This is an optimization exercise on Yosys and OpenROAD, whose aim is small area, not a production implementation.
The RTL was checked by simulation tests, not by an equivalence proof against the original design.
Power figures rest on the tool's default switching activity, not on a simulated workload.

`flow/config.mk`:
```
export PLATFORM = sky130hd
export DESIGN_NAME = main_ctrl
export DESIGN_NICKNAME = main_ctrl
export VERILOG_FILES = /design/flow/design.v
export SDC_FILE = /design/flow/constraint.sdc
export NUM_CORES = 4
export LEC_CHECK = 0
export CAP_MARGIN = 20
export CORE_MARGIN = 2
export CORE_UTILIZATION = 40
export SLEW_MARGIN = 20
```
`flow/constraint.sdc`:
```
create_clock -name core_clock -period 8.0 [get_ports {clk}]
set_input_delay 1.6000 -clock core_clock [delete_from_list [all_inputs] [get_ports {clk}]]
set_output_delay 1.6000 -clock core_clock [all_outputs]
set_load 0.01 [all_outputs]
```
`flow/design.v`:
```
`timescale 1ns / 1ps
module main_ctrl(clk, rst, config_load, config_done, ifmap_ready, wght_ready, op_go, op_done, bias_write,
                 psum_split_condense, maxpooling, tile_order_first, tile_order_last,
                 ifmapR, ifmapC, ofmapR, ofmapC, kernelR, kernelC, inchannel, outchannel,
                 load_wght, data_ready, sum_in_bias, tile_done, current_state,
                 ofmap_en, ofmap_addrin,
                 ifmap_en_b, wght_en_b, ofmap_en_a, ofmap_en_b, bias_en_a, bias_en_b,
                 bias_addr_b, ifmap_addr_b, wght_addr_b, ofmap_addr_a, ofmap_addr_b,
                 ifmap_wen_b, wght_wen_b, ofmap_wen_a, ofmap_wen_b, bias_wen_a, bias_wen_b);
parameter wd=8;
parameter idle=4'd0, load_tile_config=4'd1, load_data_b=4'd2, load_data=4'd3, PE_shift_wght=4'd4, slice_check=4'd5, MAC_op=4'd6, offload_ofmap=4'd7, ready_go=4'd8, pooling=4'd9;
input clk,rst, config_load, config_done, ifmap_ready, wght_ready, op_go, op_done, bias_write;
input psum_split_condense,maxpooling,tile_order_first,tile_order_last;
input [5:0] ifmapR,ifmapC,ofmapR,ofmapC;
input [2:0] kernelR,kernelC;
input [9:0] inchannel;
input [4:0] outchannel;
output load_wght,data_ready,sum_in_bias,tile_done;
reg load_wght,data_ready,tile_done;
output [3:0] current_state;
reg [3:0] current_state, next_state;
reg ifmap_loaded, wght_loaded, bias_loaded, wght_shift_done, check_done;
wire slice_done,ofmap_write;
reg [1:0] substate_slccheck;
reg [2:0] Kridx,Kcidx;
reg [5:0] Oridx,Ocidx;
reg [9:0] Psplitidx;
reg [1:0] Ochidx;
wire [9:0] n_psum_slices,npslccon,npslcinch;
wire [1:0] outchsplit;
wire [5:0] Orref,Ocref;
wire [2:0] Krref,Kcref;
wire [1:0] Ochref,ofmap_order_ovf;
wire [9:0] Psplitref;
wire [3:0] slice_order_ovf;
reg [9:0] slc_ifmap_addr_base,slc_ifmap_addr_mv,slc_iaddrb_ps,slc_iaddrb_kc;
wire [9:0] slc_ofmap_addr_sumin;
reg [9:0] slc_ofmap_addr_base,slc_ofmap_addr_mv;
reg [9:0] slc_wght_addr_base,slc_waddrb_out,slc_waddrb_kc,slc_waddrb_kr;
reg [2:0] slc_wght_addr_mv;
reg [9:0] i2dsize,krichsize,k2dichsize;
reg [9:0] o2dsize;
reg poolwrite;
wire [4:0] pool_order_ovf;
input ofmap_en;
input [9:0] ofmap_addrin;
output ifmap_en_b,wght_en_b,ofmap_en_a,ofmap_en_b,bias_en_a,bias_en_b;
reg ifmap_en_b,wght_en_b,ofmap_en_a,ofmap_en_b,bias_en_a,bias_en_b;
output bias_addr_b;
output [9:0] ifmap_addr_b;
output [9:0] wght_addr_b;
output [9:0] ofmap_addr_a,ofmap_addr_b;
output [7:0] ifmap_wen_b,wght_wen_b,bias_wen_a,bias_wen_b;
reg [7:0] ifmap_wen_b,wght_wen_b,bias_wen_a,bias_wen_b;
output [15:0] ofmap_wen_a,ofmap_wen_b;
reg [15:0] ofmap_wen_a,ofmap_wen_b;
reg [9:0] ofbufD0,ofbufD1,ofbufD2,ofbufD3,ofbufD4,ofbufD5,ofbufD6,ofbufD7,ofbufD8,ofbufD9,ofbufDa,ofbufDb,ofbufDc,ofbufDd,ofbufDe,ofbufDf,ofbufDg,ofbufDh;
reg [17:0] ofbufshift_wen,ofbufshift_done;
assign npslccon={7'd0,kernelC};
assign npslcinch={3'd0, inchannel[9:3] + ( |inchannel[2:0] ) };
assign n_psum_slices=psum_split_condense ? npslccon : npslcinch;
assign outchsplit=outchannel[4:3] + ( |outchannel[2:0] );
assign Orref=ofmapR-1'b1;
assign Ocref=ofmapC-1'b1;
assign Krref=kernelR-1'b1;
assign Kcref=kernelC-1'b1;
assign Ochref=outchsplit-1'b1;
assign Psplitref=n_psum_slices-1'b1;
assign slice_order_ovf={Ochidx==Ochref, Kcidx==Kcref, Kridx==Krref, Psplitidx==Psplitref};
assign ofmap_order_ovf={Ocidx==Ocref, Oridx==Orref};
assign pool_order_ovf={ofmap_order_ovf,slice_order_ovf[0],slice_order_ovf[2:1]};
assign sum_in_bias = tile_order_first ? ~((|Kcidx) | (|Kridx) | (|Psplitidx)) : 1'b0;
assign ifmap_addr_b=slc_ifmap_addr_base+slc_ifmap_addr_mv;
assign wght_addr_b=slc_wght_addr_base+slc_wght_addr_mv;
assign bias_addr_b=Ochidx[0];
assign slc_ofmap_addr_sumin=slc_ofmap_addr_base+slc_ofmap_addr_mv;
assign ofmap_addr_a = ofmap_en ? ofmap_addrin : slc_ofmap_addr_sumin;
assign ofmap_addr_b = maxpooling ? ofbufD0 : ofbufDh;
assign ofmap_write=ofbufshift_wen[17];
assign slice_done=ofbufshift_done[17];
always @(posedge clk) 
begin
    o2dsize<=ofmapR*ofmapC;
    i2dsize<=ifmapR*ifmapC;
    krichsize<=kernelR*n_psum_slices;
    k2dichsize<=krichsize*kernelC;
end
always @(posedge clk or posedge rst) 
begin
    if (rst) 
        current_state <= idle; 
    else 
        current_state <= next_state; 
end
always @(current_state or config_load or config_done or bias_write or data_ready or op_go or tile_done or check_done or wght_shift_done or slice_done or op_done or maxpooling or tile_order_first or tile_order_last) 
begin
    case (current_state)
        idle: 
        begin
            if (config_load) 
                next_state=load_tile_config;
            else 
                next_state=idle;
        end
        load_tile_config:
        begin
            if (config_done) 
            begin
                if (maxpooling || !tile_order_first) 
                    next_state=load_data; 
                else
                    next_state=load_data_b; 
            end
            else 
                next_state=load_tile_config;
        end
        load_data_b:
        begin
            if (bias_write) 
                next_state=load_data_b;
            else 
                next_state=load_data;
        end
        load_data:
        begin
            if (data_ready) 
                next_state=ready_go;
            else 
                next_state=load_data;
        end
        ready_go:
        begin
            if (op_go) 
                next_state=slice_check;
            else
                next_state=ready_go;
        end
        slice_check:
        begin
            if (tile_done) begin
                if (tile_order_last)
                    next_state=offload_ofmap;
                else
                    next_state=idle;
            end else begin
                if (maxpooling) 
                    next_state=pooling;
                else 
                begin
                    if (check_done) 
                        next_state=PE_shift_wght;
                    else 
                        next_state=slice_check;
                end
            end
        end
        PE_shift_wght:
        begin
            if (wght_shift_done) 
                next_state=MAC_op;
            else 
                next_state=PE_shift_wght;
        end
        MAC_op:
        begin
            if (slice_done) 
                next_state=slice_check;
            else 
                next_state=MAC_op;
        end
        offload_ofmap:
        begin
            if (op_done) 
                next_state=idle;
            else 
                next_state=offload_ofmap;
        end
        pooling:
        begin
            if (tile_done) 
                next_state=offload_ofmap;
            else
                next_state=pooling;
        end
        default: 
            next_state=idle;
    endcase
end
always @(current_state or ofmap_write or sum_in_bias or ofmap_en or poolwrite) 
begin
    ifmap_wen_b={8{1'b0}};
    wght_wen_b={8{1'b0}};
    bias_wen_b={8{1'b0}};
    ofmap_wen_a={16{1'b0}};
    case (current_state)
        idle: 
        begin
            bias_en_a=1'b0;
            bias_wen_a={8{1'b0}};
            load_wght=1'b0;
            wght_en_b=1'b0;
            bias_en_b=1'b0;
            ifmap_en_b=1'b0;
            ofmap_en_a=1'b0;
            ofmap_en_b=1'b0;
            ofmap_wen_b={16{1'b0}};
        end
        load_tile_config:
        begin
            bias_en_a=1'b0;
            bias_wen_a={8{1'b0}};
            load_wght=1'b0;
            wght_en_b=1'b0;
            bias_en_b=1'b0;
            ifmap_en_b=1'b0;
            ofmap_en_a=1'b0;
            ofmap_en_b=1'b0;
            ofmap_wen_b={16{1'b0}};
        end
        load_data_b:
        begin
            load_wght=1'b0;
            wght_en_b=1'b0;
            bias_en_b=1'b0;
            ifmap_en_b=1'b0;
            ofmap_en_a=1'b0;
            ofmap_en_b=1'b0;
            ofmap_wen_b={16{1'b0}};
            bias_en_a=1'b1;
            bias_wen_a={8{1'b1}};
        end
        load_data:
        begin
            bias_en_a=1'b0;
            bias_wen_a={8{1'b0}};
            load_wght=1'b0;
            wght_en_b=1'b0;
            bias_en_b=1'b0;
            ifmap_en_b=1'b0;
            ofmap_en_a=1'b0;
            ofmap_en_b=1'b0;
            ofmap_wen_b={16{1'b0}};
        end
        ready_go:
        begin
            bias_en_a=1'b0;
            bias_wen_a={8{1'b0}};
            load_wght=1'b0;
            wght_en_b=1'b0;
            bias_en_b=1'b0;
            ifmap_en_b=1'b0;
            ofmap_en_a=1'b0;
            ofmap_en_b=1'b0;
            ofmap_wen_b={16{1'b0}};
        end
        slice_check:
        begin
            bias_en_a=1'b0;
            bias_wen_a={8{1'b0}};
            load_wght=1'b0;
            wght_en_b=1'b0;
            bias_en_b=1'b0;
            ifmap_en_b=1'b0;
            ofmap_en_a=1'b0;
            ofmap_en_b=1'b0;
            ofmap_wen_b={16{1'b0}};
        end
        PE_shift_wght:
        begin
            bias_en_a=1'b0;
            bias_wen_a={8{1'b0}};
            load_wght=1'b1;
            wght_en_b=1'b1;
            bias_en_b=1'b0;
            ifmap_en_b=1'b0;
            ofmap_en_a=1'b0;
            ofmap_en_b=1'b0;
            ofmap_wen_b={16{1'b0}};
        end
        MAC_op:
        begin
            bias_en_a=1'b0;
            bias_wen_a={8{1'b0}};
            load_wght=1'b0;
            wght_en_b=1'b0;
            ifmap_en_b=1'b1;
            ofmap_en_b=1'b1;
            ofmap_wen_b={16{ofmap_write}};
            if (sum_in_bias) 
            begin
                bias_en_b=1'b1;
                ofmap_en_a=1'b0;
            end 
            else 
            begin
                bias_en_b=1'b0;
                ofmap_en_a=1'b1;
            end
        end
        offload_ofmap:
        begin
            bias_en_a=1'b0;
            bias_wen_a={8{1'b0}};
            load_wght=1'b0;
            wght_en_b=1'b0;
            bias_en_b=1'b0;
            ifmap_en_b=1'b0;
            ofmap_en_a=ofmap_en;
            ofmap_en_b=1'b0;
            ofmap_wen_b={16{1'b0}};
        end
        pooling:
        begin
            bias_en_a=1'b0;
            bias_wen_a={8{1'b0}};
            load_wght=1'b0;
            wght_en_b=1'b0;
            bias_en_b=1'b0;
            ifmap_en_b=1'b1;
            ofmap_en_a=1'b0;
            ofmap_en_b=1'b1;
            ofmap_wen_b={16{poolwrite}};
        end
        default: 
        begin
            bias_en_a=1'b0;
            bias_wen_a={8{1'b0}};
            load_wght=1'b0;
            wght_en_b=1'b0;
            bias_en_b=1'b0;
            ifmap_en_b=1'b1;
            ofmap_en_a=1'b0;
            ofmap_en_b=1'b0;
            ofmap_wen_b={16{1'b0}};
        end
    endcase
end
always @(posedge clk or posedge rst) 
begin
    if (rst) 
    begin
        ifmap_loaded<=1'b0;
        wght_loaded<=1'b0;
        bias_loaded<=1'b0;
        data_ready<=1'b0;
        Kridx<=3'd0;
        Kcidx<=3'd0;
        Oridx<=5'd0;
        Ocidx<=5'd0;
        Psplitidx<=10'd0;
        Ochidx<=1'b0;
        tile_done<=1'b0;
        check_done<=1'b0;
        substate_slccheck<=2'd0;
        slc_iaddrb_ps<=10'd0;
        slc_iaddrb_kc<=10'd0;
        slc_waddrb_out<=10'd0;
        slc_waddrb_kc<=10'd0;
        slc_waddrb_kr<=10'd0;
        slc_ifmap_addr_base<=10'd0;
        slc_ofmap_addr_base<=10'd0;
        slc_wght_addr_base<=10'd0;
        slc_ifmap_addr_mv<=10'd0;
        slc_ofmap_addr_mv<=10'd0;
        slc_wght_addr_mv<=3'd0;
        wght_shift_done<=1'b0;
        ofbufshift_done<=18'd0;
        ofbufshift_wen<=18'd0;
        poolwrite<=1'b0;
    end 
    else 
    begin
    case (current_state)
        idle: 
        begin
            ifmap_loaded<=1'b0;
            wght_loaded<=1'b0;
            bias_loaded<=1'b0;
            data_ready<=1'b0;
            Kridx<=3'd0;
            Kcidx<=3'd0;
            Oridx<=5'd0;
            Ocidx<=5'd0;
            Psplitidx<=10'd0;
            Ochidx<=1'b0;
            if (tile_order_last) 
                tile_done<=1'b0;
            else
                tile_done<=tile_done;
            check_done<=1'b0;
            substate_slccheck<=2'd0;
            slc_iaddrb_ps<=10'd0;
            slc_iaddrb_kc<=10'd0;
            slc_waddrb_out<=10'd0;
            slc_waddrb_kc<=10'd0;
            slc_waddrb_kr<=10'd0;
            slc_ifmap_addr_base<=10'd0;
            slc_ofmap_addr_base<=10'd0;
            slc_wght_addr_base<=10'd0;
            slc_ifmap_addr_mv<=10'd0;
            slc_ofmap_addr_mv<=10'd0;
            slc_wght_addr_mv<=3'd0;
            wght_shift_done<=1'b0;
            ofbufshift_done<=18'd0;
            ofbufshift_wen<=18'd0;
            poolwrite<=1'b0;
        end
        load_tile_config:
        begin
            ifmap_loaded<=1'b0;
            wght_loaded<=1'b0;
            bias_loaded<=1'b0;
            data_ready<=1'b0;
            Kridx<=3'd0;
            Kcidx<=3'd0;
            Oridx<=5'd0;
            Ocidx<=5'd0;
            Psplitidx<=10'd0;
            Ochidx<=1'b0;
            tile_done<=1'b0;
            check_done<=1'b0;
            substate_slccheck<=2'd0;
            slc_iaddrb_ps<=slc_iaddrb_ps;
            slc_iaddrb_kc<=slc_iaddrb_kc;
            slc_waddrb_out<=slc_waddrb_out;
            slc_waddrb_kc<=slc_waddrb_kc;
            slc_waddrb_kr<=slc_waddrb_kr;
            slc_ifmap_addr_base<=slc_ifmap_addr_base;
            slc_ofmap_addr_base<=slc_ofmap_addr_base;
            slc_wght_addr_base<=slc_wght_addr_base;
            slc_ifmap_addr_mv<=10'd0;
            slc_ofmap_addr_mv<=10'd0;
            slc_wght_addr_mv<=3'd0;
            wght_shift_done<=1'b0;
            ofbufshift_done<=18'd0;
            ofbufshift_wen<=18'd0;
            poolwrite<=1'b0;
        end
        load_data_b:
        begin
            if (ifmap_ready) 
                ifmap_loaded<=1'b1;
            else 
                ifmap_loaded<=ifmap_loaded;
            if (wght_ready) 
                wght_loaded<=1'b1;
            else 
                wght_loaded<=wght_loaded;
            if (!bias_write) 
                bias_loaded<=1'b1;
            else 
                bias_loaded<=bias_loaded;
            data_ready<=1'b0;
            Kridx<=3'd0;
            Kcidx<=3'd0;
            Oridx<=5'd0;
            Ocidx<=5'd0;
            Psplitidx<=10'd0;
            Ochidx<=1'b0;
            tile_done<=1'b0;
            check_done<=1'b0;
            substate_slccheck<=2'd0;
            slc_iaddrb_ps<=slc_iaddrb_ps;
            slc_iaddrb_kc<=slc_iaddrb_kc;
            slc_waddrb_out<=slc_waddrb_out;
            slc_waddrb_kc<=slc_waddrb_kc;
            slc_waddrb_kr<=slc_waddrb_kr;
            slc_ifmap_addr_base<=slc_ifmap_addr_base;
            slc_ofmap_addr_base<=slc_ofmap_addr_base;
            slc_wght_addr_base<=slc_wght_addr_base;
            slc_ifmap_addr_mv<=10'd0;
            slc_ofmap_addr_mv<=10'd0;
            slc_wght_addr_mv<=3'd0;
            wght_shift_done<=1'b0;
            ofbufshift_done<=18'd0;
            ofbufshift_wen<=18'd0;
            poolwrite<=1'b0;
        end
        load_data:
        begin
            if (ifmap_ready) 
                ifmap_loaded<=1'b1;
            else 
                ifmap_loaded<=ifmap_loaded;
            if (wght_ready) 
                wght_loaded<=1'b1;
            else 
                wght_loaded<=wght_loaded;
            if (!bias_write || !tile_order_first) 
                bias_loaded<=1'b1;
            else 
                bias_loaded<=bias_loaded;
            if (maxpooling) begin
                if (ifmap_loaded)
                    data_ready<=1'b1;
                else
                    data_ready<=data_ready;
            end else begin
                if (bias_loaded && ifmap_loaded && wght_loaded)
                    data_ready<=1'b1;
                else
                    data_ready<=data_ready;
            end
            Kridx<=3'd0;
            Kcidx<=3'd0;
            Oridx<=5'd0;
            Ocidx<=5'd0;
            Psplitidx<=10'd0;
            Ochidx<=1'b0;
            tile_done<=1'b0;
            check_done<=1'b0;
            substate_slccheck<=2'd0;
            slc_iaddrb_ps<=slc_iaddrb_ps;
            slc_iaddrb_kc<=slc_iaddrb_kc;
            slc_waddrb_out<=slc_waddrb_out;
            slc_waddrb_kc<=slc_waddrb_kc;
            slc_waddrb_kr<=slc_waddrb_kr;
            slc_ifmap_addr_base<=slc_ifmap_addr_base;
            slc_ofmap_addr_base<=slc_ofmap_addr_base;
            slc_wght_addr_base<=slc_wght_addr_base;
            slc_ifmap_addr_mv<=10'd0;
            slc_ofmap_addr_mv<=10'd0;
            slc_wght_addr_mv<=3'd0;
            wght_shift_done<=1'b0;
            ofbufshift_done<=18'd0;
            ofbufshift_wen<=18'd0;
            poolwrite<=1'b0;
        end
        ready_go:
        begin
            ifmap_loaded<=1'b0;
            wght_loaded<=1'b0;
            bias_loaded<=1'b0;
            data_ready<=1'b1;
            Kridx<=3'd0;
            Kcidx<=3'd0;
            Oridx<=5'd0;
            Ocidx<=5'd0;
            Ochidx<=1'b0;
            Psplitidx<=-10'd1;
            tile_done<=1'b0;
            check_done<=1'b0;
            substate_slccheck<=2'd0;
            slc_iaddrb_ps<=slc_iaddrb_ps;
            slc_iaddrb_kc<=slc_iaddrb_kc;
            slc_waddrb_out<=slc_waddrb_out;
            slc_waddrb_kc<=slc_waddrb_kc;
            slc_waddrb_kr<=slc_waddrb_kr;
            slc_ifmap_addr_base<=slc_ifmap_addr_base;
            slc_ofmap_addr_base<=slc_ofmap_addr_base;
            slc_wght_addr_base<=slc_wght_addr_base;
            slc_ifmap_addr_mv<=10'd0;
            slc_ofmap_addr_mv<=10'd0;
            slc_wght_addr_mv<=3'd0;
            wght_shift_done<=1'b0;
            ofbufshift_done<=18'd0;
            ofbufshift_wen<=18'd0;
            poolwrite<=1'b0;
        end
        slice_check:
        begin
            ifmap_loaded<=1'b0;
            wght_loaded<=1'b0;
            bias_loaded<=1'b0;
            data_ready<=1'b0;
            Oridx<=5'd0;
            Ocidx<=5'd0;
            slc_ifmap_addr_mv<=10'd0;
            slc_ofmap_addr_mv<=10'd0;
            slc_wght_addr_mv<=3'd0;
            wght_shift_done<=1'b0;
            ofbufshift_done<=18'd0;
            ofbufshift_wen<=18'd0;
            poolwrite<=1'b1;
            substate_slccheck<=substate_slccheck+1'b1;
            case (substate_slccheck)
                2'd0: 
                begin
                    check_done<=1'b0;
                    slc_ifmap_addr_base<=slc_ifmap_addr_base;
                    slc_ofmap_addr_base<=slc_ofmap_addr_base;
                    slc_wght_addr_base<=slc_wght_addr_base;
                    slc_iaddrb_ps<=slc_iaddrb_ps;
                    slc_iaddrb_kc<=slc_iaddrb_kc;
                    slc_waddrb_out<=slc_waddrb_out;
                    slc_waddrb_kc<=slc_waddrb_kc;
                    slc_waddrb_kr<=slc_waddrb_kr;
                    if (psum_split_condense) 
                    begin
                        Kcidx<=3'd0;
                        Kridx<=3'd0;
                        case ({slice_order_ovf[3],slice_order_ovf[0]})
                            2'b01: 
                            begin
                                tile_done<=tile_done;
                                Ochidx<=Ochidx+1'b1; 
                                Psplitidx<=10'd0;
                            end
                            2'b11: 
                            begin
                                tile_done<=1'b1;
                                Ochidx<=2'd0; 
                                Psplitidx<=10'd0;
                            end
                            default: 
                            begin
                                tile_done<=tile_done;
                                Ochidx<=Ochidx; 
                                Psplitidx<=Psplitidx+1'b1;
                            end
                        endcase
                    end 
                    else  
                    begin
                        case (slice_order_ovf)
                            4'b0001,4'b0101,4'b1001,4'b1101: 
                            begin
                                tile_done<=tile_done;
                                Ochidx<=Ochidx; 
                                Kcidx<=Kcidx;
                                Kridx<=Kridx+1'b1;
                                Psplitidx<=10'd0;
                            end
                            4'b0011,4'b1011: 
                            begin
                                tile_done<=tile_done;
                                Ochidx<=Ochidx; 
                                Kcidx<=Kcidx+1'b1;
                                Kridx<=3'd0;
                                Psplitidx<=10'd0;
                            end
                            4'b0111: 
                            begin
                                tile_done<=tile_done;
                                Ochidx<=Ochidx+1'b1; 
                                Kcidx<=3'd0;
                                Kridx<=3'd0;
                                Psplitidx<=10'd0;
                            end
                            4'b1111: 
                            begin
                                tile_done<=1'b1;
                                Ochidx<=2'd0; 
                                Kcidx<=3'd0;
                                Kridx<=3'd0;
                                Psplitidx<=10'd0;
                            end
                            default: 
                            begin
                                tile_done<=tile_done;
                                Ochidx<=Ochidx; 
                                Kcidx<=Kcidx;
                                Kridx<=Kridx;
                                Psplitidx<=Psplitidx+1'b1;
                            end
                        endcase
                    end
                end
                2'd1:  
                begin
                    check_done<=1'b0;
                    tile_done<=tile_done;
                    Ochidx<=Ochidx; 
                    Kcidx<=Kcidx;
                    Kridx<=Kridx;
                    Psplitidx<=Psplitidx;
                    slc_ofmap_addr_base<=Ochidx*o2dsize;
                    slc_ifmap_addr_base<=slc_ifmap_addr_base;
                    slc_wght_addr_base<=slc_wght_addr_base;
                    if (psum_split_condense) 
                    begin
                        slc_iaddrb_ps<=Psplitidx*ifmapR;
                        slc_iaddrb_kc<=10'd0;
                        slc_waddrb_out<=Ochidx*n_psum_slices; 
                        slc_waddrb_kc<=10'd0;
                        slc_waddrb_kr<=10'd0; 
                    end 
                    else 
                    begin
                        slc_iaddrb_ps<=Psplitidx*i2dsize;
                        slc_iaddrb_kc<=Kcidx*ifmapR+Kridx;
                        slc_waddrb_out<=Ochidx*k2dichsize;
                        slc_waddrb_kc<=Kcidx*krichsize;
                        slc_waddrb_kr<=Kridx*n_psum_slices; 
                    end
                end
                2'd2:  
                begin
                    check_done<=1'b1;
                    tile_done<=tile_done;
                    Ochidx<=Ochidx; 
                    Kcidx<=Kcidx;
                    Kridx<=Kridx;
                    Psplitidx<=Psplitidx;
                    slc_ofmap_addr_base<=slc_ofmap_addr_base;
                    slc_iaddrb_ps<=slc_iaddrb_ps;
                    slc_iaddrb_kc<=slc_iaddrb_kc;
                    slc_waddrb_out<=slc_waddrb_out;
                    slc_waddrb_kc<=slc_waddrb_kc;
                    slc_waddrb_kr<=slc_waddrb_kr;
                    if (psum_split_condense) 
                    begin
                        slc_ifmap_addr_base<=slc_iaddrb_ps;
                        slc_wght_addr_base<=(slc_waddrb_out+Psplitidx)<<3; 
                    end 
                    else 
                    begin
                        slc_ifmap_addr_base<=slc_iaddrb_kc+slc_iaddrb_ps;
                        slc_wght_addr_base<=(slc_waddrb_out+slc_waddrb_kc+slc_waddrb_kr+Psplitidx)<<3; 
                    end
                end
                default: 
                begin
                    check_done<=check_done;
                    tile_done<=tile_done;
                    Ochidx<=Ochidx; 
                    Kcidx<=Kcidx;
                    Kridx<=Kridx;
                    Psplitidx<=Psplitidx;
                    slc_ofmap_addr_base<=slc_ofmap_addr_base;
                    slc_ifmap_addr_base<=slc_ifmap_addr_base;
                    slc_wght_addr_base<=slc_wght_addr_base;
                    slc_iaddrb_ps<=slc_iaddrb_ps;
                    slc_iaddrb_kc<=slc_iaddrb_kc;
                    slc_waddrb_out<=slc_waddrb_out;
                    slc_waddrb_kc<=slc_waddrb_kc;
                    slc_waddrb_kr<=slc_waddrb_kr;
                end
            endcase
        end
        PE_shift_wght:
        begin
            ifmap_loaded<=1'b0;
            wght_loaded<=1'b0;
            bias_loaded<=1'b0;
            data_ready<=1'b0;
            Kridx<=Kridx;
            Kcidx<=Kcidx;
            Oridx<=Oridx;
            Ocidx<=Ocidx;
            Psplitidx<=Psplitidx;
            Ochidx<=Ochidx;
            tile_done<=1'b0;
            check_done<=1'b0;
            substate_slccheck<=2'd0;
            ofbufshift_done<=18'd0;
            ofbufshift_wen<=18'd0;
            slc_iaddrb_ps<=slc_iaddrb_ps;
            slc_iaddrb_kc<=slc_iaddrb_kc;
            slc_waddrb_out<=slc_waddrb_out;
            slc_waddrb_kc<=slc_waddrb_kc;
            slc_waddrb_kr<=slc_waddrb_kr;
            slc_ifmap_addr_base<=slc_ifmap_addr_base;
            slc_ofmap_addr_base<=slc_ofmap_addr_base;
            slc_wght_addr_base<=slc_wght_addr_base;
            slc_ifmap_addr_mv<=10'd0;
            slc_ofmap_addr_mv<=10'd0;
            poolwrite<=1'b0;
            if (slc_wght_addr_mv==3'd7) 
            begin
                slc_wght_addr_mv<=3'd0;
                wght_shift_done<=1'b1;
            end 
            else 
            begin
                slc_wght_addr_mv<=slc_wght_addr_mv+1'b1;
                wght_shift_done<=1'b0;
            end
        end
        MAC_op:
        begin
            ifmap_loaded<=1'b0;
            wght_loaded<=1'b0;
            bias_loaded<=1'b0;
            data_ready<=1'b0;
            Kridx<=Kridx;
            Kcidx<=Kcidx;
            Psplitidx<=Psplitidx;
            Ochidx<=Ochidx;
            tile_done<=1'b0;
            check_done<=1'b0;
            substate_slccheck<=2'd0;
            slc_iaddrb_ps<=slc_iaddrb_ps;
            slc_iaddrb_kc<=slc_iaddrb_kc;
            slc_waddrb_out<=slc_waddrb_out;
            slc_waddrb_kc<=slc_waddrb_kc;
            slc_waddrb_kr<=slc_waddrb_kr;
            slc_ifmap_addr_base<=slc_ifmap_addr_base;
            slc_ofmap_addr_base<=slc_ofmap_addr_base;
            slc_wght_addr_base<=slc_wght_addr_base;
            slc_wght_addr_mv<=3'd0;
            wght_shift_done<=1'b0;
            poolwrite<=1'b0;
            ofbufshift_done<=ofbufshift_done<<1;
            ofbufshift_wen<=ofbufshift_wen<<1;
            ofbufshift_wen[0]<=1'b1;
            case (ofmap_order_ovf)
                2'b01: 
                begin
                    ofbufshift_done[0]<=ofbufshift_done[0];
                    Ocidx<=Ocidx+1'b1;
                    Oridx<=5'd0;
                end
                2'b11:
                begin
                    ofbufshift_done[0]<=1'b1;
                    Ocidx<=Ocidx;
                    Oridx<=Oridx;
                end
                default: 
                begin
                    ofbufshift_done[0]<=ofbufshift_done[0];
                    Ocidx<=Ocidx;
                    Oridx<=Oridx+1'b1;
                end
            endcase
            slc_ifmap_addr_mv<=Ocidx*ifmapR+Oridx;
            slc_ofmap_addr_mv<=Ocidx*ofmapR+Oridx;
        end
        offload_ofmap:
        begin
            ifmap_loaded<=1'b0;
            wght_loaded<=1'b0;
            bias_loaded<=1'b0;
            data_ready<=1'b0;
            Kridx<=Kridx;
            Kcidx<=Kcidx;
            Psplitidx<=Psplitidx;
            tile_done<=1'b1;
            check_done<=1'b0;
            substate_slccheck<=2'd0;
            slc_iaddrb_ps<=slc_iaddrb_ps;
            slc_iaddrb_kc<=slc_iaddrb_kc;
            slc_waddrb_out<=slc_waddrb_out;
            slc_waddrb_kc<=slc_waddrb_kc;
            slc_waddrb_kr<=slc_waddrb_kr;
            slc_ifmap_addr_base<=slc_ifmap_addr_base;
            slc_ofmap_addr_base<=slc_ofmap_addr_base;
            slc_wght_addr_base<=slc_wght_addr_base;
            slc_ifmap_addr_mv<=10'd0;
            slc_wght_addr_mv<=3'd0;
            slc_ofmap_addr_mv<=10'd0;
            wght_shift_done<=1'b0;
            ofbufshift_done<=18'd0;
            ofbufshift_wen<=18'd0;
            Ochidx<=2'd0;
            Ocidx<=5'd0;
            Oridx<=5'd0;
            poolwrite<=1'b0;
        end
        pooling:
        begin
            ifmap_loaded<=1'b0;
            wght_loaded<=1'b0;
            bias_loaded<=1'b0;
            data_ready<=1'b0;
            check_done<=1'b0;
            substate_slccheck<=2'd0;
            slc_wght_addr_base<=slc_wght_addr_base;
            slc_wght_addr_mv<=3'd0;
            wght_shift_done<=1'b0;
            Ochidx<=2'd0;
            ofbufshift_done<=ofbufshift_done<<1;
            ofbufshift_wen<=ofbufshift_wen<<1;
            tile_done<=ofbufshift_done[1];
            poolwrite<=ofbufshift_wen[1];
            case (pool_order_ovf)
                5'b00001,5'b00101,5'b01001,5'b01101,5'b10001,5'b10101,5'b11001,5'b11101: 
                begin
                    Ocidx<=Ocidx;
                    Oridx<=Oridx;
                    Psplitidx<=Psplitidx;
                    Kcidx<=Kcidx+1'b1;
                    Kridx<=3'd0;
                    ofbufshift_done[0]<=1'b0;
                    ofbufshift_wen[0]<=1'b0;
                end
                5'b00011,5'b01011,5'b10011,5'b11011:
                begin
                    Ocidx<=Ocidx;
                    Oridx<=Oridx;
                    Psplitidx<=Psplitidx+1'b1;
                    Kcidx<=3'd0;
                    Kridx<=3'd0;
                    ofbufshift_done[0]<=1'b0;
                    ofbufshift_wen[0]<=1'b1;
                end
                5'b00111,5'b10111: 
                begin
                    Ocidx<=Ocidx;
                    Oridx<=Oridx+1'b1;
                    Psplitidx<=10'd0;
                    Kcidx<=3'd0;
                    Kridx<=3'd0;
                    ofbufshift_done[0]<=1'b0;
                    ofbufshift_wen[0]<=1'b1;
                end
                5'b01111: 
                begin
                    Ocidx<=Ocidx+1'b1;
                    Oridx<=5'd0;
                    Psplitidx<=10'd0;
                    Kcidx<=3'd0;
                    Kridx<=3'd0;
                    ofbufshift_done[0]<=1'b0;
                    ofbufshift_wen[0]<=1'b1;
                end
                5'b11111: 
                begin
                    Ocidx<=Ocidx;
                    Oridx<=Oridx;
                    Psplitidx<=Psplitidx;
                    Kcidx<=Kcidx;
                    Kridx<=Kridx;
                    ofbufshift_done[0]<=1'b1;
                    ofbufshift_wen[0]<=1'b1;
                end
                default: 
                begin
                    Ocidx<=Ocidx;
                    Oridx<=Oridx;
                    Psplitidx<=Psplitidx;
                    Kcidx<=Kcidx;
                    Kridx<=Kridx+1'b1;
                    ofbufshift_done[0]<=1'b0;
                    ofbufshift_wen[0]<=1'b0;
                end
            endcase
            slc_iaddrb_ps<=Psplitidx*i2dsize;
            slc_iaddrb_kc<={Ocidx[3:0],1'b0}*ifmapR+{Oridx[3:0],1'b0};
            slc_ifmap_addr_base<=slc_iaddrb_ps+slc_iaddrb_kc;
            slc_waddrb_out<=Kcidx*ifmapR+Kridx;  
            slc_waddrb_kc<=Psplitidx[1:0]*o2dsize;  
            slc_waddrb_kr<=Ocidx*ofmapR+Oridx;  
            slc_ifmap_addr_mv<=slc_waddrb_out;
            slc_ofmap_addr_base<=slc_waddrb_kc;
            slc_ofmap_addr_mv<=slc_waddrb_kr;
        end
        default: 
        begin
            ifmap_loaded<=1'b0;
            wght_loaded<=1'b0;
            bias_loaded<=1'b0;
            data_ready<=1'b0;
            Kridx<=Kridx;
            Kcidx<=Kcidx;
            Psplitidx<=Psplitidx;
            tile_done<=1'b0;
            check_done<=1'b0;
            substate_slccheck<=2'd0;
            slc_iaddrb_ps<=slc_iaddrb_ps;
            slc_iaddrb_kc<=slc_iaddrb_kc;
            slc_waddrb_out<=slc_waddrb_out;
            slc_waddrb_kc<=slc_waddrb_kc;
            slc_waddrb_kr<=slc_waddrb_kr;
            slc_ifmap_addr_base<=slc_ifmap_addr_base;
            slc_ofmap_addr_base<=slc_ofmap_addr_base;
            slc_wght_addr_base<=slc_wght_addr_base;
            slc_ifmap_addr_mv<=10'd0;
            slc_wght_addr_mv<=3'd0;
            slc_ofmap_addr_mv<=10'd0;
            wght_shift_done<=1'b0;
            ofbufshift_done<=18'd0;
            ofbufshift_wen<=18'd0;
            Ochidx<=2'd0;
            Ocidx<=5'd0;
            Oridx<=5'd0;
            poolwrite<=1'b0;
        end        
    endcase
    end
end
always @(posedge clk or posedge rst) 
begin
    if (rst) 
    begin
        ofbufD0<=10'd0;
        ofbufD1<=10'd0;
        ofbufD2<=10'd0;
        ofbufD3<=10'd0;
        ofbufD4<=10'd0;
        ofbufD5<=10'd0;
        ofbufD6<=10'd0;
        ofbufD7<=10'd0;
        ofbufD8<=10'd0;
        ofbufD9<=10'd0;
        ofbufDa<=10'd0;
        ofbufDb<=10'd0;
        ofbufDc<=10'd0;
        ofbufDe<=10'd0;
        ofbufDf<=10'd0;
        ofbufDg<=10'd0;
        ofbufDh<=10'd0;
    end 
    else 
    begin
        ofbufD0<=ofmap_addr_a;
        ofbufD1<=ofbufD0;
        ofbufD2<=ofbufD1;
        ofbufD3<=ofbufD2;
        ofbufD4<=ofbufD3;
        ofbufD5<=ofbufD4;
        ofbufD6<=ofbufD5;
        ofbufD7<=ofbufD6;
        ofbufD8<=ofbufD7;
        ofbufD9<=ofbufD8;
        ofbufDa<=ofbufD9;
        ofbufDb<=ofbufDa;
        ofbufDc<=ofbufDb;
        ofbufDe<=ofbufDc;
        ofbufDf<=ofbufDe;
        ofbufDg<=ofbufDf;
        ofbufDh<=ofbufDg;
    end
end
endmodule
```
`flow/run.sh`:
```
#!/bin/bash
# synth_recipe.tcl (not shown) runs the flow's synth.tcl, then flattens the netlist and writes it again
# the make line also repeats each setting of config.mk as NAME=value (left out here)
make -C /OpenROAD-flow-scripts/flow DESIGN_CONFIG=/design/flow/config.mk WORK_HOME=/design/flow/orfs CLKGATE_MAP_FILE= SYNTH_SCRIPT=/design/flow/synth_recipe.tcl finish
```
==> run summary <==
-- power groups by stage --
stage	Sequential [mW]	Clock [mW]	Combinational [mW]
floorplan	2.25	0	1.03
global placement	2.33	0	1.42
CTS	2.29	2.06	1.46
global route	2.31	2.15	1.62
detailed placement	2.33	0	1.45
finish	2.29	2.01	1.45
-- cell type report --
cell class / instances / area [µm²] / area share (%)
repair buffers: 180 / 1730 / 5.49
clock buffers: 60 / 1200 / 3.80
multi-input cells: 2033 / 16400 / 52.0
inverters: 327 / 1230 / 3.90
clock inverters: 16 / 236 / 0.749
well taps: 940 / 1180 / 3.73
flip-flops and latches: 390 / 9560 / 30.3
-- routing by layer --
metal	GRT usage, %	vias up	share of wire (%)
li1	-	9532	-
met1	27.3	10155	44
met2	35.5	427	49
met3	2.27	102	3.7
met4	6.08	0	2.7
met5	0	-	0
-- critical path: cells and delay by family --
family,cells,cell delay [ps]
adders and majority gates,5,2370
buffers and inverters,3,870
AOI/OAI and AO/OA,5,770
and+or+nand+nor,2,480
xor gates and xnor gates,1,130
-- cells in the mapped netlist (15+ instances only) --
master / instances / area share [%]
nand2b_1: 16 / 0.36
nand3_1: 25 / 0.45
clkbuf_1: 112 / 1.5
buf_4: 66 / 1.8
o21ai_0: 114 / 2.0
dfrtp_1: 350 / 31
xor2_1: 58 / 1.8
a21o_1: 41 / 1.1
and2_1: 231 / 5.2
a21oi_1: 136 / 2.4
o22ai_1: 21 / 0.47
nor3_1: 17 / 0.30
ha_1: 265 / 12
nor2b_1: 15 / 0.33
xnor2_1: 165 / 5.2
dfxtp_1: 40 / 2.9
o21bai_1: 50 / 1.3
fa_1: 174 / 12
a22oi_1: 35 / 0.94
inv_1: 325 / 4.3
mux2_2: 20 / 0.80
a22o_1: 30 / 0.94
nand2_1: 336 / 4.5
nor2_1: 84 / 1.1
-- kinds of logic after synthesis --
| family | after synthesis |
|---|---|
| and+or+nand+nor | 774 |
| AOI/OAI and AO/OA | 529 |
| buffers and inverters | 523 |
| adders and majority gates | 439 |
| DFF | 390 |
| xor gates and xnor gates | 223 |
| muxes | 28 |
| other | 1 |
-- metrics by stage --
stage	setup slack, ps	util (%)	cell area (µm²)	total power, mW	hold WS, ps
3_5_place_dp	1610	43.2	30100	3.78	335
3_3_place_gp	1640	43.2	30100	3.74	335
6_report	2210	45.2	31600	5.75	341
2_1_floorplan	1710	-	28200	3.28	331
4_1_cts	2210	45.2	31600	5.82	338
5_1_grt	1890	45.2	31600	6.07	346
-- worst max-delay path by stage --
stage / from / to / slack (ps) / cells past startpoint
after floorplan: rst / Kcidx[0] / 1710 / 1
after global placement: ifmapR[4] / slc_ifmap_addr_mv[9] / 1640 / 16
after detailed placement: ofmapR[2] / slc_waddrb_kr[9] / 1610 / 16
after CTS: ofmapR[2] / slc_waddrb_kr[9] / 2210 / 16
after global routing: ofmapR[2] / slc_waddrb_kr[9] / 1890 / 19
final: ifmapR[5] / slc_ifmap_addr_mv[9] / 2210 / 16
==> run summary <==
wire per inst ~18 µm; sequential share of the synthesized area between 30% and 40%; outcome timing/DRC/antenna clean; count of input and output buffers between 100 and 150; crit-path max FO 18; CTS tree done; Leak about 15 nW; nets roughly 3500; worst reg-to-reg setup slack 3350 ps; Num CTS Buffers 42; clk latency of the worst-skew pair between 500 and 600 ps; period utilization 72.4%; CP most frequent cell fa_1; simple logic cell fraction of the synthesized area between 10 and 15%; Worst EP arrival approximately 6200 ps; commonest non-fill, non-tap cell in the layout dfrtp_1; distinct cell type count after synthesis 72; H-Tree Depth 2; clock share of power approximately a third; worst r2r src Ocidx[0]; vias a little over 20000; Via density between 5 and 6; Int Power just under 4 mW; Die H 269 µm; Clock Skew 30.7 ps; min-delay src ofbufDg[6]; PD cells between 150 and 200 nW/µm²; Die X-Extent 269 µm; antenna viol nets, final 0; final WL between 70 and 80 mm; slowest stage delay, CP 760 ps; pin count of the biggest net entering global routing between 100 and 150; Final setup viols 0; worst vdd rail ir drop between 0.15 and 0.2 mV; adder-cell share of the synthesized area approximately a quarter; Starting Density between 40% and 50%; mux cell area share after synthesis 1.09%; RSZ-0062 raised after global routing no; worst setup path class in -> reg; final worst path period need roughly 5800 ps; Core Rows 97; Placed Instances roughly 3900; hold buffers post-CTS 0; Synth Register Bits just under 400; commonest non-fill, non-tap cells in the layout dfrtp_1, nand2_1, inv_1; Tot GR Track Use approximately a fifth; worst-margin pin slew around 960 ps; FMAX ~0.17 GHz; power share of the combinational group roughly a quarter; # fillers 6546; Slew headroom a little over a third; Flop pwr share a little under 40%; Post-Layout Cell Count 3946; hold crit path type reg -> reg; DP HPWL approximately 55 mm; initial drt markers about 1400; Switching Share approximately a third; share of post-route cells with drive strength above 1 between 4 and 5%; CP max stage cell clkdlybuf4s50_1; r2r worst-path depth 14; Synth Flop Type dfrtp_1; vias in the first global route 20818; Root Buffer clkbuf_16; final setup TNS 0 ps; Synth Area in XOR/XNOR approximately 7%; yosys warns 1; top flop regs ofbufshift_done x18, ofbufshift_wen x18; routability cong. roughly 0.87; CTS Sinks 390; clock-pin slew on the worst setup and hold paths approximately 60 ps; GRT overflow 0; Post-synth EDFFs 0; Hold Path Stages 0; CP endpoint kind flip-flop; Hold Path Sink ofbufDh[6]; Core ar. around 70000 µm²; final-report max-slew violation count 0; synthesized area roughly 28000 µm²; n_diodes 0; Syn Area/Cell 9.65 µm²; DRC Markers 0; largest family of logic cells by synthesized area adder cells; async set or reset register ratio after synthesis roughly nine tenths; Final Hold Fails 0; DIE AREA about 72000 µm²; Synth-to-Final Area Change 12.5%; setup bufs post-CTS 0; Setup crit start kind input pin; num ports between 150 and 200; WP data required between 8000 and 9000 ps; sw power about 1.9 mW; Max-Cap Viols 0; post-synthesis compound-gate area fraction 12.3%; Mapped Cells 2907; initial antenna violation count 0; R2R Path End slc_waddrb_kr[9]; # resized after CTS 0; CTS Buffer Depth 3; first-pass GRT wire length roughly 120 mm; First-pass DRT Iterations 5; worst-path cell chain clkdlybuf4s50_1, and2_1, fa_1, inv_1, fa_1, fa_1, inv_1, fa_1, ha_1, a21boi_0, o21a_1, o21ai_0, nand2b_1, a21oi_1, xnor2_1, o21ai_0

[afterwards: timing with drivers on the ports]
Ports are ideal in the flow. The routed layout listed here was re-timed in OpenROAD. Step 1 sets driving cells, clkbuf_16 on the clock port and buf_2 on the other inputs (assumed; they add their load-dependent delay and slew). Step 2 also shifts input and output timing later by t, the mid clock arrival at the registers, as if the neighbouring blocks saw the same clock. Three values: no drivers, after step 1, after step 2; two values: the first two.
shift t [ns]: 0.625
setup slack, ns: 2.208 / 2.247 / 1.622
worst register clock-pin slew, ns: 0.07 / 0.07
worst data-port slew with drivers (ns): 0.05
pins driven straight from the clock port: 1
After both steps this run still meets setup and hold. For this run, drivers alone change the setup slack by +0.039 ns; drivers and shift together by -0.586 ns.
